Source: an optimization exercise on an open RTL-to-GDS flow (aim: small area and a short achievable clock period). Production flows keep margins and buffers that such runs may drop. At most, simulation tests tie the RTL to the original design; equivalence was not proved. No activity file was given, so power comes from the tool's default toggle rates.

Setup of gamma:
==> flow/design.v (excerpt) <==
module work_zyq(CLK,rst,keystat,dataout);
	input CLK;
	input rst;
	input [4:0]keystat;
	output [31:0]dataout;
	reg [31:0]dataout;
	reg [14:0]first;       
	reg [2:0]preop;        
	reg [4:0]prestat;      
	wire [14:0] second;
	zq_v4 uv(.d(dataout[15:0]), .v(second));
	wire subm = preop[0];
	wire [14:0] u;
	wire uco;              
	zq_rca #(15) uas(.a(first), .b(second ^ {15{subm}}), .ci(subm), .s(u), .co(uco));
	wire gt = uco & |u;
	wire [14:0] mag;       
	zq_cneg #(15) uneg(.x(u), .n(subm & ~uco), .y(mag));
	wire [15:0] sum = {uco, mag};
	wire [28:0] prod;
	zq_mul15 umul(.a(first), .b(second), .p(prod));
	wire [14:0] quo;
	zq_div15 udiv(.n(first), .d(second), .q(quo));
	wire is_add = preop == 3'b110;
	wire is_sub = preop == 3'b111;
	wire is_mul = preop == 3'b100;
	wire is_div = preop == 3'b101;
	wire is_none = ~preop[2];
	wire [28:0] ans = ({29{is_add}} & {13'd0, uco, 15'd0}) |
  ...
For scale: ~2700 cells after synthesis, roughly 39 I/O pins, ~0.017 mm^2 of cells after synthesis.
==> module work_zyq, before the edit <==
module work_zyq(CLK,rst,keystat,dataout);
	input CLK;
	input rst;
	input [4:0]keystat;
	output [31:0]dataout;
	reg [31:0]dataout;
	reg [14:0]first;       
	reg [2:0]preop;        
	reg [4:0]prestat;      
	wire [14:0] second;
	zq_v4 uv(.d(dataout[15:0]), .v(second));
	wire subm = preop[0];
	wire [14:0] u;
	wire uco;              
	zq_rca #(15) uas(.a(first), .b(second ^ {15{subm}}), .ci(subm), .s(u), .co(uco));
	wire gt = uco & |u;
	wire [14:0] mag;       
	zq_cneg #(15) uneg(.x(u), .n(subm & ~uco), .y(mag));
	wire [15:0] sum = {uco, mag};
	wire [28:0] prod;
	zq_mul15 umul(.a(first), .b(second), .p(prod));
	wire [14:0] quo;
	zq_div15 udiv(.n(first), .d(second), .q(quo));
	wire is_add = preop == 3'b110;
	wire is_sub = preop == 3'b111;
	wire is_mul = preop == 3'b100;
	wire is_div = preop == 3'b101;
	wire is_none = ~preop[2];
	wire [28:0] ans = ({29{is_add}} & {13'd0, uco, 15'd0}) |
	                  ({29{is_add | is_sub}} & {14'd0, mag}) |
	                  ({29{is_mul}} & prod) |
	                  ({29{is_div}} & {14'd0, quo}) |
	                  ({29{is_none}} & {14'd0, first});
	wire [31:0] bcd;
	zq_bcd29 ubcd(.b(ans), .d(bcd));
	wire neg = is_sub & ~gt;
	wire [4:0] nz;         
	assign nz[0] = |bcd[3:0];
	assign nz[1] = |bcd[7:4];
	assign nz[2] = |bcd[11:8];
	assign nz[3] = |bcd[15:12];
	assign nz[4] = |bcd[19:16];
	wire [5:1] sgn;
	assign sgn[1] = neg & ~|nz[4:1];
	assign sgn[2] = neg & nz[1] & ~|nz[4:2];
	assign sgn[3] = neg & nz[2] & ~|nz[4:3];
	assign sgn[4] = neg & nz[3] & ~nz[4];
	assign sgn[5] = neg & nz[4];
	wire dz = is_div & ~|second;
	wire [31:0] res = dz ? 32'h00000EDD :
		bcd | {8'd0, {4{sgn[5]}}, {4{sgn[4]}}, {4{sgn[3]}}, {4{sgn[2]}}, {4{sgn[1]}}, 4'd0};
	wire [31:0] d_nx;
	wire [14:0] f_nx;
	wire [2:0] p_nx;
	wire [4:0] k_nx;
	zq_ctl uctl(.rst(rst), .keystat(keystat), .prestat(prestat), .dataout(dataout), .res(res),
		.first(first), .second(second), .preop(preop),
		.d_nx(d_nx), .f_nx(f_nx), .p_nx(p_nx), .k_nx(k_nx));
	always @(posedge CLK) begin
		dataout <= d_nx;
		first <= f_nx;
		preop <= p_nx;
		prestat <= k_nx;
	end
endmodule
export LEC_CHECK = 0
export CAP_MARGIN = 20
export CORE_MARGIN = 2
export CORE_UTILIZATION = 40
export SLEW_MARGIN = 20
create_clock -name core_clock -period 220.0 [get_ports {CLK}]
standard.sh (not shown) runs the stock make flow with config.mk's settings and CLKGATE_MAP_FILE= SYNTH_SCRIPT=/design/flow/synth_recipe.tcl, a recipe that flattens the netlist after the stock synthesis.
==> flow/flow/run.sh <==
#!/bin/bash
# Own layout flow: the standard synthesis and layout, except that
#  - Yosys skips the quick ABC pass inside synth (-noabc), extracts full/half adder
#    cells only in the modules listed in flow/fa_modules.txt (kept apart until mapping,
#    then flattened like the rest), and maps the logic with the area-oriented ABC script
#    in flow/abc.script (no gate upsizing); the next-state module zq_ctl is mapped with
#    ORFS's speed script;
#  - port buffers are buf_2 cells;
#  - the resizer's repair_timing aims at the slack in flow/margin.txt (the SDC's clock is
#    unchanged).
# Each tool's full output goes to a log file in the work folder.
set -euo pipefail
WORK=$(pwd)
FL=$WORK/flow
MARGIN=$(cat "$FL/margin.txt")
FAMODS=$(cat "$FL/fa_modules.txt")

sed -e "s#^source \$::env(SCRIPTS_DIR)/synth_preamble.tcl#source \$::env(SCRIPTS_DIR)/synth_preamble.tcl\nset abc_fast \$abc_args\nset abc_args [lreplace \$abc_args 1 1 $FL/abc.script]#" \
    -e "s#^  extract_fa {\*}\[dont_use_extract_fa_args\]\$#  extract_fa {*}[dont_use_extract_fa_args] $FAMODS#" \
    -e "s#^  log_cmd abc {\*}\$abc_args\$#  log_cmd abc {*}\$abc_fast zq_ctl\n  log_cmd abc {*}\$abc_args \$::env(DESIGN_NAME) $FAMODS#" \
  "$FLOW_HOME/scripts/synth.tcl" > "$WORK/own_synth.tcl"
grep -q "lreplace \$abc_args 1 1" "$WORK/own_synth.tcl"
grep -q "abc_fast zq_ctl" "$WORK/own_synth.tcl"
grep -q "extract_fa {\*}\[dont_use_extract_fa_args\] $FAMODS" "$WORK/own_synth.tcl"
sed "s#\$::env(SCRIPTS_DIR)/synth.tcl#$WORK/own_synth.tcl#" "$WORK/synth_recipe.tcl" > "$WORK/own_synth_recipe.tcl"
grep -q "own_synth.tcl" "$WORK/own_synth_recipe.tcl"
sed "s#SYNTH_SCRIPT=[^ ]*#SYNTH_SCRIPT=$WORK/own_synth_recipe.tcl#" "$WORK/standard.sh" > "$WORK/own_synth.sh"
grep -q "own_synth_recipe.tcl" "$WORK/own_synth.sh"

SYNTH_KEEP_MODULES="zq_ctl $FAMODS" SYNTH_ARGS=-noabc bash "$WORK/own_synth.sh" synth > "$WORK/synth.log" 2>&1
export BUFFER_PORTS_ARGS="-buffer_cell sky130_fd_sc_hd__buf_2"
export SETUP_SLACK_MARGIN=$MARGIN
bash "$WORK/standard.sh" > "$WORK/layout.log" 2>&1
test -f "$WORK/out/final.def"
==> flow/flow/abc.script <==
strash
dch
amap
topo
==> flow/flow/fa_modules.txt <==
zq_mul15
==> flow/flow/margin.txt <==
174.6
What alpha does differently from gamma at the input level:
--- a/flow/design.v
+++ b/flow/design.v
@@ -13,23 +13,23 @@
 	wire [14:0] u;
 	wire uco;              
 	zq_rca #(15) uas(.a(first), .b(second ^ {15{subm}}), .ci(subm), .s(u), .co(uco));
 	wire gt = uco & |u;
 	wire [14:0] mag;       
-	zq_cneg #(15) uneg(.x(u), .n(subm & ~uco), .y(mag));
-	wire [15:0] sum = {uco, mag};
+	zq_cneg #(15) uneg(.x(u), .n(~uco), .y(mag));
+	wire [15:0] sum = {uco, u};
 	wire [28:0] prod;
 	zq_mul15 umul(.a(first), .b(second), .p(prod));
 	wire [14:0] quo;
 	zq_div15 udiv(.n(first), .d(second), .q(quo));
 	wire is_add = preop == 3'b110;
 	wire is_sub = preop == 3'b111;
 	wire is_mul = preop == 3'b100;
 	wire is_div = preop == 3'b101;
 	wire is_none = ~preop[2];
-	wire [28:0] ans = ({29{is_add}} & {13'd0, uco, 15'd0}) |
-	                  ({29{is_add | is_sub}} & {14'd0, mag}) |
+	wire [28:0] ans = ({29{is_add}} & {13'd0, sum}) |
+	                  ({29{is_sub}} & {14'd0, mag}) |
 	                  ({29{is_mul}} & prod) |
 	                  ({29{is_div}} & {14'd0, quo}) |
 	                  ({29{is_none}} & {14'd0, first});
 	wire [31:0] bcd;
 	zq_bcd29 ubcd(.b(ans), .d(bcd));
### Flow results
- alpha went all the way through synthesis, placement and routing and the layout is clean on timing, DRC and antenna.
- Routed wire length went down slightly going from gamma to alpha.
- [compare] base=gamma new=alpha: port buffer count about even, final cell count has increased, data arrival time at the worst-slack endpoint level, part of the total power dissipated in combinational logic was more or less identical.
The RTL of gamma was laid out without a check of its function.

==> what the ideal ports hide <==
The flow's constraints put no driver on any port. The routed layouts listed below were extracted and timed again, unchanged, in two steps.
Step 1, drivers: a clkbuf_16 drives CLK and a buf_2 each remaining input, both assumed.
Step 2 times the ports against the registers' clock, not the clock port: input delays grow and output delays shrink by t, the midpoint of the rising clock arrivals with the driver on.
a / b / c = ideal / step 1 / step 2; a / b = the first two.
| run | t (ns) | slack for setup (ns) | worst setup path at the end | worst slew at a driven data input, ns |
|---|---|---|---|---|
| gamma | 0.346 | 174.770 / 174.721 / 174.559 | input to register | 0.04 |
| alpha | 0.342 | 174.762 / 174.715 / 174.474 | input to register | 0.04 |
After both steps every run listed still meets setup and hold. The setup slack of alpha, which loses most, moves by -0.047 ns with the drivers and by -0.288 ns with both steps.
